Source: an optimization exercise on an open RTL-to-GDS flow (aim: small area). Production flows keep margins and buffers that such runs may drop.
In this exercise RTL edits were held to simulation tests only and were not proved equivalent to the original.
The flow treats the clock pin as an ideal source. Dropping or thinning the clock tree relies on that and would not hold on a real chip.
Power is estimated from default activity; no workload was simulated.

==> run a <==
Design pcie_cq_engine_64_dword, start of the top module:
module pcie_cq_engine_64_dword(
  input                               CLK                   ,
  input                               RST_N                 ,
  input      [64-1:0]   M_AXIS_CQ_TDATA       ,
  input                               M_AXIS_CQ_TLAST       ,
  input                               M_AXIS_CQ_TVALID      ,
  input  [88-1:0]   M_AXIS_CQ_TUSER       ,
  input      [64 / 32-1:0]   M_AXIS_CQ_TKEEP       ,
  output                              M_AXIS_CQ_TREADY      ,
  input                       [5:0]   PCIE_CQ_NP_REQ_COUNT  ,
  output                              PCIE_CQ_NO_REQ        ,
  input                               MEM_WR_BUSY           ,
  output     [64-1:0]   MEM_WR_DATA           ,
  output     [32-1:0]   MEM_WR_ADDR           ,
  output     [64 / 8-1:0]   MEM_WR_KEEP           ,
  output                              MEM_WR_VALD           ,
  output                              MEM_WR_ERRO           ,
  output                              MEM_WR_LAST           ,
  output                    [7:0]     st_test
);
reg   [1:0]   st        ;
reg   [63:0]  rData     ;
reg   [7:0]   rKeep     ;
reg           rDisc     ;    
reg           rVald     ;
reg           rBusy0    ;    
reg           rBusy1    ;    
reg   [30:0]  rAddr     ;    
reg   [10:0]  rLeft     ;    
wire beat  = M_AXIS_CQ_TVALID ;
wire sIdle = ~st[1] & ~st[0]  ;
wire sHdr  =  st[1] & ~st[0]  ;
wire sPay  =  st[1] &  st[0]  ;
wire sWait = ~st[1] &  st[0]  ;
wire hdrOk = (M_AXIS_CQ_TDATA[14:11] == 4'b0001) && (M_AXIS_CQ_TDATA[10:0] != 11'd0) ;
wire fall  = rBusy1 & ~rBusy0 ;
always @(posedge CLK) begin
  if ( !RST_N )
    st <= 2'b00 ;
  else if ( sIdle )
    st <= (beat && M_AXIS_CQ_TUSER[40]) ? 2'b10 : 2'b00 ;
  else if ( sHdr )
    st <= beat ? (hdrOk ? 2'b11 : 2'b00) : 2'b10 ;
  else if ( sPay )
    st <= (beat && M_AXIS_CQ_TLAST) ? 2'b01 : 2'b11 ;
  else
    st <= fall ? 2'b00 : 2'b01 ;
end
always @(posedge CLK) begin
  rVald <= RST_N & sPay & beat ;
end
always @(posedge CLK) begin
  rData  <= M_AXIS_CQ_TDATA        ;
  rKeep  <= M_AXIS_CQ_TUSER[15:8]  ;
  rDisc  <= M_AXIS_CQ_TUSER[41]    ;
  rBusy0 <= MEM_WR_BUSY            ;
  rBusy1 <= rBusy0                 ;
end
wire        left2 = |rLeft[10:1] ;
wire        inc2  = rVald & left2 ;
  ...
==> module pcie_cq_engine_64_dword, before the edit <==
module pcie_cq_engine_64_dword(
  input                               CLK                   ,
  input                               RST_N                 ,
  input      [64-1:0]   M_AXIS_CQ_TDATA       ,
  input                               M_AXIS_CQ_TLAST       ,
  input                               M_AXIS_CQ_TVALID      ,
  input  [88-1:0]   M_AXIS_CQ_TUSER       ,
  input      [64 / 32-1:0]   M_AXIS_CQ_TKEEP       ,
  output                              M_AXIS_CQ_TREADY      ,
  input                       [5:0]   PCIE_CQ_NP_REQ_COUNT  ,
  output                              PCIE_CQ_NO_REQ        ,
  input                               MEM_WR_BUSY           ,
  output     [64-1:0]   MEM_WR_DATA           ,
  output     [32-1:0]   MEM_WR_ADDR           ,
  output     [64 / 8-1:0]   MEM_WR_KEEP           ,
  output                              MEM_WR_VALD           ,
  output                              MEM_WR_ERRO           ,
  output                              MEM_WR_LAST           ,
  output                    [7:0]     st_test
);
reg   [1:0]   st        ;
reg   [63:0]  rData     ;
reg   [7:0]   rKeep     ;
reg           rDisc     ;    
reg           rVald     ;
reg           rBusy0    ;    
reg           rBusy1    ;    
reg   [30:0]  rAddr     ;    
reg   [10:0]  rLeft     ;    
wire beat  = M_AXIS_CQ_TVALID ;
wire sIdle = ~st[1] & ~st[0]  ;
wire sHdr  =  st[1] & ~st[0]  ;
wire sPay  =  st[1] &  st[0]  ;
wire sWait = ~st[1] &  st[0]  ;
wire hdrOk = (M_AXIS_CQ_TDATA[14:11] == 4'b0001) && (M_AXIS_CQ_TDATA[10:0] != 11'd0) ;
wire fall  = rBusy1 & ~rBusy0 ;
always @(posedge CLK) begin
  if ( !RST_N )
    st <= 2'b00 ;
  else if ( sIdle )
    st <= (beat && M_AXIS_CQ_TUSER[40]) ? 2'b10 : 2'b00 ;
  else if ( sHdr )
    st <= beat ? (hdrOk ? 2'b11 : 2'b00) : 2'b10 ;
  else if ( sPay )
    st <= (beat && M_AXIS_CQ_TLAST) ? 2'b01 : 2'b11 ;
  else
    st <= fall ? 2'b00 : 2'b01 ;
end
always @(posedge CLK) begin
  rVald <= RST_N & sPay & beat ;
end
always @(posedge CLK) begin
  rData  <= M_AXIS_CQ_TDATA        ;
  rKeep  <= M_AXIS_CQ_TUSER[15:8]  ;
  rDisc  <= M_AXIS_CQ_TUSER[41]    ;
  rBusy0 <= MEM_WR_BUSY            ;
  rBusy1 <= rBusy0                 ;
end
wire        left2 = |rLeft[10:1] ;
wire        inc2  = rVald & left2 ;
wire        inc1  = rVald & ~left2 & rLeft[0] ;
wire [30:1] ac ;
genvar i ;
assign ac[1] = inc2 | (inc1 & rAddr[0]) ;
assign ac[2] = ac[1] & rAddr[1] ;
assign ac[3] = ac[2] & rAddr[2] ;
assign ac[4] = ac[3] & rAddr[3] ;
assign ac[5] = ac[4] & rAddr[4] ;
assign ac[6] = ac[5] & rAddr[5] ;
assign ac[7] = ac[6] & rAddr[6] ;
assign ac[8] = ac[7] & rAddr[7] ;
assign ac[9] = ac[8] & rAddr[8] ;
assign ac[10] = ac[9] & rAddr[9] ;
assign ac[11] = ac[1] & (&rAddr[10:1]) ;
assign ac[12] = ac[11] & rAddr[11] ;
assign ac[13] = ac[12] & rAddr[12] ;
assign ac[14] = ac[13] & rAddr[13] ;
assign ac[15] = ac[14] & rAddr[14] ;
assign ac[16] = ac[15] & rAddr[15] ;
assign ac[17] = ac[16] & rAddr[16] ;
assign ac[18] = ac[17] & rAddr[17] ;
assign ac[19] = ac[18] & rAddr[18] ;
assign ac[20] = ac[19] & rAddr[19] ;
assign ac[21] = ac[11] & (&rAddr[20:11]) ;
assign ac[22] = ac[21] & rAddr[21] ;
assign ac[23] = ac[22] & rAddr[22] ;
assign ac[24] = ac[23] & rAddr[23] ;
assign ac[25] = ac[24] & rAddr[24] ;
assign ac[26] = ac[25] & rAddr[25] ;
assign ac[27] = ac[26] & rAddr[26] ;
assign ac[28] = ac[27] & rAddr[27] ;
assign ac[29] = ac[28] & rAddr[28] ;
assign ac[30] = ac[29] & rAddr[29] ;
wire [10:1] lb ;
assign lb[1] = inc2 ;
generate for (i = 2; i <= 10; i = i + 1) begin : g_lb
  assign lb[i] = lb[i-1] & ~rLeft[i-1] ;
end endgenerate
always @(posedge CLK) begin
  if ( !st[1] )                       
    rAddr <= {1'b0, M_AXIS_CQ_TDATA[31:2]} ;
  else
    rAddr <= {rAddr[30:1] ^ ac, rAddr[0] ^ inc1} ;
end
always @(posedge CLK) begin
  if ( !st[0] )                       
    rLeft <= M_AXIS_CQ_TDATA[10:0] ;
  else
    rLeft <= {rLeft[10:1] ^ lb, rLeft[0] & ~inc1} ;
end
assign M_AXIS_CQ_TREADY = 1'b1 ;
assign PCIE_CQ_NO_REQ   = 1'b0 ;
assign st_test          = {6'd0, st} ;
assign MEM_WR_DATA      = rData ;
assign MEM_WR_ADDR      = {1'b0, rAddr} ;
assign MEM_WR_KEEP      = rKeep ;
assign MEM_WR_VALD      = rVald ;
assign MEM_WR_LAST      = ~st[1] ;
assign MEM_WR_ERRO      = ~st[1] & rDisc ;
endmodule
export LEC_CHECK = 0
export CAP_MARGIN = 20
export CORE_MARGIN = 2
export CORE_UTILIZATION = 40
export SLEW_MARGIN = 20
create_clock -name core_clock -period 4.0 [get_ports {CLK}]
standard.sh (not shown) runs the stock make flow with config.mk's settings and CLKGATE_MAP_FILE= SYNTH_SCRIPT=/design/flow/synth_recipe.tcl, a recipe that flattens the netlist after the stock synthesis.
==> flow/flow/run.sh <==
#!/bin/bash
# ORFS layout (the standard.sh) with: 1-unit port buffers, tie cells kept as
# synthesised (one per value), and a hand-built two-level clock tree.
set -euo pipefail
here=$(pwd)
export BUFFER_PORTS_ARGS="-buffer_cell sky130_fd_sc_hd__buf_1"
export SKIP_REPAIR_TIE_FANOUT=1
export PRE_CTS_TCL=$here/flow/pre_cts.tcl
export MCTS_ROOT=sky130_fd_sc_hd__clkbuf_4
export MCTS_LEAF=sky130_fd_sc_hd__clkbuf_8
export MCTS_NLEAF=8
bash standard.sh finish > $here/standard_flow.log 2>&1
==> flow/flow/manual_cts.tcl <==
# Clock tree built by hand: the clock port drives one root buffer, which drives
# NLEAF leaf buffers; the flip-flops are split into NLEAF equal groups by
# recursive bisection of their placement, each group driven by one leaf buffer
# at its centre.
proc mcts_split {items nparts} {
  # items: list of {x y iterm}; returns list of nparts groups
  if {$nparts <= 1} { return [list $items] }
  set xs [lmap p $items {lindex $p 0}]; set ys [lmap p $items {lindex $p 1}]
  set dx [expr {[tcl::mathfunc::max {*}$xs] - [tcl::mathfunc::min {*}$xs]}]
  set dy [expr {[tcl::mathfunc::max {*}$ys] - [tcl::mathfunc::min {*}$ys]}]
  set idx [expr {$dx >= $dy ? 0 : 1}]
  set sorted [lsort -integer -index $idx $items]
  set n1 [expr {$nparts / 2}]
  set cut [expr {int(round([llength $sorted] * double($n1) / $nparts))}]
  return [concat [mcts_split [lrange $sorted 0 [expr {$cut-1}]] $n1] \
                 [mcts_split [lrange $sorted $cut end] [expr {$nparts - $n1}]]]
}

proc mcts_build {root_master leaf_master nleaf} {
  set db [ord::get_db]
  set block [ord::get_db_block]
  set clk [$block findNet CLK]
  set items {}
  foreach it [$clk getITerms] {
    set b [[$it getInst] getBBox]
    lappend items [list [expr {([$b xMin]+[$b xMax])/2}] [expr {([$b yMin]+[$b yMax])/2}] $it]
  }
  set groups [mcts_split $items $nleaf]
  set lm [$db findMaster $leaf_master]
  set centres {}
  set k 0
  foreach g $groups {
    set sx 0; set sy 0
    foreach p $g { set sx [expr {$sx + [lindex $p 0]}]; set sy [expr {$sy + [lindex $p 1]}] }
    set cx [expr {int($sx / [llength $g])}]; set cy [expr {int($sy / [llength $g])}]
    lappend centres [list $cx $cy]
    set lnet [odb::dbNet_create $block clknet_leaf_$k]
    $lnet setSigType CLOCK
    set linst [odb::dbInst_create $block $lm clkbuf_leaf_$k]
    [$linst findITerm X] connect $lnet
    $linst setLocation $cx $cy
    $linst setPlacementStatus PLACED
    foreach p $g { set it [lindex $p 2]; $it disconnect; $it connect $lnet }
    lappend leaves $linst
    incr k
  }
  if {$root_master ne ""} {
    set rnet [odb::dbNet_create $block clknet_root]
    $rnet setSigType CLOCK
    set rinst [odb::dbInst_create $block [$db findMaster $root_master] clkbuf_root]
    [$rinst findITerm A] connect $clk
    [$rinst findITerm X] connect $rnet
    set sx 0; set sy 0
    foreach c $centres { set sx [expr {$sx + [lindex $c 0]}]; set sy [expr {$sy + [lindex $c 1]}] }
    $rinst setLocation [expr {int($sx / $nleaf)}] [expr {int($sy / $nleaf)}]
    $rinst setPlacementStatus PLACED
    set drv $rnet
  } else { set drv $clk }
  foreach l $leaves { [$l findITerm A] connect $drv }
  set_propagated_clock [all_clocks]
  puts "manual clock tree: root $root_master, $nleaf x $leaf_master, groups [lmap g $groups {llength $g}]"
}
==> flow/flow/pre_cts.tcl <==
# Replace TritonCTS with a small hand-built clock tree (see manual_cts.tcl).
source [file join [file dirname [info script]] manual_cts.tcl]
rename clock_tree_synthesis tritoncts_unused
proc clock_tree_synthesis {args} {
  mcts_build $::env(MCTS_ROOT) $::env(MCTS_LEAF) $::env(MCTS_NLEAF)
}
==> run b (differences from run a) <==
==> flow/flow/run.sh (replaced) <==
#!/bin/bash
# Standard ORFS layout with smaller port buffers and a lighter clock tree.
set -euo pipefail
export BUFFER_PORTS_ARGS="-buffer_cell sky130_fd_sc_hd__buf_1"
export CTS_ARGS="-sink_clustering_enable -repair_clock_nets -dont_use_dummy_load -buf_list {sky130_fd_sc_hd__clkbuf_4 sky130_fd_sc_hd__clkbuf_8}"
bash standard.sh finish > standard_flow.log 2>&1
removed: flow/flow/manual_cts.tcl
removed: flow/flow/pre_cts.tcl
==> run c (differences from run a) <==
--- a/flow/design.v
+++ b/flow/design.v
@@ -24,8 +24,6 @@
 reg   [7:0]   rKeep     ;
-reg           rDisc     ;    
 reg           rVald     ;
 reg           rBusy0    ;    
-reg           rBusy1    ;    
 reg   [30:0]  rAddr     ;    
-reg   [10:0]  rLeft     ;    
+reg   [10:0]  rLeftN    ;    
 wire beat  = M_AXIS_CQ_TVALID ;
@@ -36,3 +34,4 @@
 wire hdrOk = (M_AXIS_CQ_TDATA[14:11] == 4'b0001) && (M_AXIS_CQ_TDATA[10:0] != 11'd0) ;
-wire fall  = rBusy1 & ~rBusy0 ;
+wire lastBeat = beat & M_AXIS_CQ_TLAST ;
+wire fall  = rLeftN[9] & ~rBusy0 ;
 always @(posedge CLK) begin
@@ -45,3 +44,3 @@
   else if ( sPay )
-    st <= (beat && M_AXIS_CQ_TLAST) ? 2'b01 : 2'b11 ;
+    st <= lastBeat ? 2'b01 : 2'b11 ;
   else
@@ -55,9 +54,7 @@
   rKeep  <= M_AXIS_CQ_TUSER[15:8]  ;
-  rDisc  <= M_AXIS_CQ_TUSER[41]    ;
   rBusy0 <= MEM_WR_BUSY            ;
-  rBusy1 <= rBusy0                 ;
 end
-wire        left2 = |rLeft[10:1] ;
+wire        left2 = ~&rLeftN[10:1] ;
 wire        inc2  = rVald & left2 ;
-wire        inc1  = rVald & ~left2 & rLeft[0] ;
+wire        inc1  = rVald & ~left2 & ~rLeftN[0] ;
 wire [30:1] ac ;
@@ -72,5 +69,5 @@
 assign ac[8] = ac[7] & rAddr[7] ;
-assign ac[9] = ac[8] & rAddr[8] ;
+assign ac[9] = ac[1] & (&rAddr[8:1]) ;
 assign ac[10] = ac[9] & rAddr[9] ;
-assign ac[11] = ac[1] & (&rAddr[10:1]) ;
+assign ac[11] = ac[10] & rAddr[10] ;
 assign ac[12] = ac[11] & rAddr[11] ;
@@ -80,3 +77,3 @@
 assign ac[16] = ac[15] & rAddr[15] ;
-assign ac[17] = ac[16] & rAddr[16] ;
+assign ac[17] = ac[9] & (&rAddr[16:9]) ;
 assign ac[18] = ac[17] & rAddr[17] ;
@@ -84,3 +81,3 @@
 assign ac[20] = ac[19] & rAddr[19] ;
-assign ac[21] = ac[11] & (&rAddr[20:11]) ;
+assign ac[21] = ac[20] & rAddr[20] ;
 assign ac[22] = ac[21] & rAddr[21] ;
@@ -88,3 +85,3 @@
 assign ac[24] = ac[23] & rAddr[23] ;
-assign ac[25] = ac[24] & rAddr[24] ;
+assign ac[25] = ac[17] & (&rAddr[24:17]) ;
 assign ac[26] = ac[25] & rAddr[25] ;
@@ -97,3 +94,3 @@
 generate for (i = 2; i <= 10; i = i + 1) begin : g_lb
-  assign lb[i] = lb[i-1] & ~rLeft[i-1] ;
+  assign lb[i] = lb[i-1] & rLeftN[i-1] ;
 end endgenerate
@@ -107,5 +104,8 @@
   if ( !st[0] )                       
-    rLeft <= M_AXIS_CQ_TDATA[10:0] ;
-  else
-    rLeft <= {rLeft[10:1] ^ lb, rLeft[0] & ~inc1} ;
+    rLeftN <= ~M_AXIS_CQ_TDATA[10:0] ;
+  else begin
+    rLeftN[8:0] <= {rLeftN[8:1] ^ lb[8:1], rLeftN[0] | inc1} ;
+    rLeftN[10]  <= lastBeat ? M_AXIS_CQ_TUSER[41] : rLeftN[10] ^ lb[10] ;
+    rLeftN[9]   <= (lastBeat | ~st[1]) ? rBusy0 : rLeftN[9] ^ lb[9] ;
+  end
 end
@@ -119,3 +119,3 @@
 assign MEM_WR_LAST      = ~st[1] ;
-assign MEM_WR_ERRO      = ~st[1] & rDisc ;
+assign MEM_WR_ERRO      = ~st[1] & rLeftN[10] ;
 endmodule
==> flow/flow/run.sh (replaced) <==
#!/bin/bash
# ORFS layout (the standard.sh) with these changes:
#  - synthesis: the standard flow's synthesis script unchanged, except that ABC maps the
#    combinational logic with its area mapper (flow/abc_area_map.script);
#  - 1-unit port buffers;
#  - tie cells kept as synthesised (one per value);
#  - a hand-built clock tree (flow/manual_cts.tcl) instead of TritonCTS.
# All tool output goes to standard_flow.log here (and ORFS's per-step logs
# under orfs/logs).
set -euo pipefail
here=$(pwd)

cat > "$here/own_synth.tcl" <<EOT
# synth_recipe.tcl with ABC's -script argument replaced
proc abc {args} {
  set i [lsearch -exact \$args -script]
  if {\$i >= 0} { set args [lreplace \$args [expr {\$i + 1}] [expr {\$i + 1}] $here/flow/abc_area_map.script] }
  yosys abc {*}\$args
}
source $here/synth_recipe.tcl
EOT
sed "s#SYNTH_SCRIPT=[^ ]*#SYNTH_SCRIPT=$here/own_synth.tcl#" standard.sh > "$here/own_standard.sh"
grep -q "SYNTH_SCRIPT=$here/own_synth.tcl" "$here/own_standard.sh"

export BUFFER_PORTS_ARGS="-buffer_cell sky130_fd_sc_hd__buf_1"
export SKIP_REPAIR_TIE_FANOUT=1
export PRE_CTS_TCL=$here/flow/pre_cts.tcl
export MCTS_ROOT=
export MCTS_LEAF=sky130_fd_sc_hd__clkbuf_16
export MCTS_NLEAF=4
bash "$here/own_standard.sh" finish > "$here/standard_flow.log" 2>&1
==> flow/flow/abc_area_map.script (new file) <==
strash
dch -f
amap
topo
stime -c
==> run d (differences from run a) <==
--- a/flow/design.v
+++ b/flow/design.v
@@ -29,3 +29,3 @@
 reg   [30:0]  rAddr     ;    
-reg   [10:0]  rLeft     ;    
+reg   [10:0]  rLeftN    ;    
 wire beat  = M_AXIS_CQ_TVALID ;
@@ -59,5 +59,5 @@
 end
-wire        left2 = |rLeft[10:1] ;
+wire        left2 = ~&rLeftN[10:1] ;
 wire        inc2  = rVald & left2 ;
-wire        inc1  = rVald & ~left2 & rLeft[0] ;
+wire        inc1  = rVald & ~left2 & ~rLeftN[0] ;
 wire [30:1] ac ;
@@ -72,5 +72,5 @@
 assign ac[8] = ac[7] & rAddr[7] ;
-assign ac[9] = ac[8] & rAddr[8] ;
+assign ac[9] = ac[1] & (&rAddr[8:1]) ;
 assign ac[10] = ac[9] & rAddr[9] ;
-assign ac[11] = ac[1] & (&rAddr[10:1]) ;
+assign ac[11] = ac[10] & rAddr[10] ;
 assign ac[12] = ac[11] & rAddr[11] ;
@@ -80,3 +80,3 @@
 assign ac[16] = ac[15] & rAddr[15] ;
-assign ac[17] = ac[16] & rAddr[16] ;
+assign ac[17] = ac[9] & (&rAddr[16:9]) ;
 assign ac[18] = ac[17] & rAddr[17] ;
@@ -84,3 +84,3 @@
 assign ac[20] = ac[19] & rAddr[19] ;
-assign ac[21] = ac[11] & (&rAddr[20:11]) ;
+assign ac[21] = ac[20] & rAddr[20] ;
 assign ac[22] = ac[21] & rAddr[21] ;
@@ -88,3 +88,3 @@
 assign ac[24] = ac[23] & rAddr[23] ;
-assign ac[25] = ac[24] & rAddr[24] ;
+assign ac[25] = ac[17] & (&rAddr[24:17]) ;
 assign ac[26] = ac[25] & rAddr[25] ;
@@ -97,3 +97,3 @@
 generate for (i = 2; i <= 10; i = i + 1) begin : g_lb
-  assign lb[i] = lb[i-1] & ~rLeft[i-1] ;
+  assign lb[i] = lb[i-1] & rLeftN[i-1] ;
 end endgenerate
@@ -107,5 +107,5 @@
   if ( !st[0] )                       
-    rLeft <= M_AXIS_CQ_TDATA[10:0] ;
+    rLeftN <= ~M_AXIS_CQ_TDATA[10:0] ;
   else
-    rLeft <= {rLeft[10:1] ^ lb, rLeft[0] & ~inc1} ;
+    rLeftN <= {rLeftN[10:1] ^ lb, rLeftN[0] | inc1} ;
 end
--- a/flow/flow/run.sh
+++ b/flow/flow/run.sh
@@ -8,5 +8,5 @@
 export PRE_CTS_TCL=$here/flow/pre_cts.tcl
-export MCTS_ROOT=sky130_fd_sc_hd__clkbuf_4
-export MCTS_LEAF=sky130_fd_sc_hd__clkbuf_8
-export MCTS_NLEAF=8
+export MCTS_ROOT=
+export MCTS_LEAF=sky130_fd_sc_hd__clkbuf_16
+export MCTS_NLEAF=4
 bash standard.sh finish > $here/standard_flow.log 2>&1
Settings changed: PLACE_DENSITY set to 0.9.
==> qor summary <==
Met2 Routed Length: run c 3640 um; run d 4120 um; run b 3900 um; run a 3800 um
Peak ir drop on the vdd network: run c 0.184 mV; run d 0.284 mV; run b 0.274 mV; run a 0.243 mV
Power consumed by combinational cells: run c 0.000217 W; run d 0.000181 W; run b 0.000180 W; run a 0.000180 W
Number of global-route vias before repair: run c 2537; run d 2617; run b 2518; run a 2468
Cell Rows: run c 34; run d 35; run b 35; run a 35
Wire length of the first global-routing pass: run c 11600 um; run d 12100 um; run b 11700 um; run a 11500 um
Max frequency: run c 0.308 GHz; run d 0.316 GHz; run b 0.295 GHz; run a 0.296 GHz
Synth-to-Final Area Change: run c 25.1%; run d 23.0%; run b 26.6%; run a 22.7%
Data arrival, critical path: run c 3310 ps; run d 3230 ps; run b 3690 ps; run a 3730 ps
Power Dens Cells: run c 447 mW/mm^2; run d 431 mW/mm^2; run b 473 mW/mm^2; run a 440 mW/mm^2
Result of the run: run c finished clean; run d finished clean; run b finished clean; run a finished clean
Switching power share of the total: run c 0.227; run d 0.217; run b 0.230; run a 0.240
Clock-pin slew on the worst setup and hold paths: run c 110 ps; run d 110 ps; run b 70 ps; run a 90 ps
Count of state elements after synthesis: run c 118; run d 120; run b 120; run a 120
Share of layout cells above drive strength 1: run c 0.0152; run d 0.0822; run b 0.109; run a 0.0952
Cell leakage power: run c 1.78 nW; run d 1.83 nW; run b 1.99 nW; run a 1.91 nW
Cell Count, Final, Fillers Out: run c 569; run d 561; run b 588; run a 573
Clk pwr: run c 0.000466 W; run d 0.000467 W; run b 0.000746 W; run a 0.000533 W
Seq/total area: run c 0.534; run d 0.531; run b 0.508; run a 0.524
Count of multi-input gates: run c 141; run d 134; run b 139; run a 132
Least-Margin Pin Slew: run c 495 ps; run d 772 ps; run b 889 ps; run a 864 ps
Met1 Wirelength: run c 3220 um; run d 3060 um; run b 3090 um; run a 3020 um
Post-Synth XOR/XNOR Area: run c 0; run d 0.0119; run b 0.00938; run a 0.00938
Number of nets in the final layout: run c 664; run d 653; run b 681; run a 666
Worst setup slack after layout: run c 754 ps; run d 838 ps; run b 606 ps; run a 623 ps
Maximum number of pins on one net before global-route repair: run c 42; run d 31; run b 41; run a 41
The clock cells of run a, run c and run d come from the design's own scripts or RTL, not from TritonCTS.

## port drivers added, routing unchanged
Ports are ideal in the flow. The routed layouts listed here were re-timed in OpenROAD.
Step 1 (the two cells are an assumption about what drives the block):
set clk [get_ports {CLK}]
set_driving_cell -lib_cell sky130_fd_sc_hd__clkbuf_16 $clk
set_driving_cell -lib_cell sky130_fd_sc_hd__buf_2 [delete_from_list [all_inputs] $clk]
Step 2 moves the port delays by t, midway between the first and last clock arrival at a register: inputs arrive t later, outputs are due t later. That takes back most of the time a late clock gives input paths.
Slacks: ideal / step 1 / step 2; pairs: ideal / step 1.
| run | t, ns | slack for setup (ns) | worst setup path at the end | worst slew at a driven data input, ns |
|---|---|---|---|---|
| run a | 0.486 | 0.623 / 0.623 / 0.623 | register to register | 0.04 |
| run b | 0.426 | 0.606 / 0.606 / 0.606 | register to register | 0.05 |
| run c | 0.239 | 0.754 / 0.754 / 0.754 | register to register | 0.04 |
| run d | 0.243 | 0.838 / 0.838 / 0.838 | register to register | 0.04 |
After both steps every run listed still meets setup and hold.
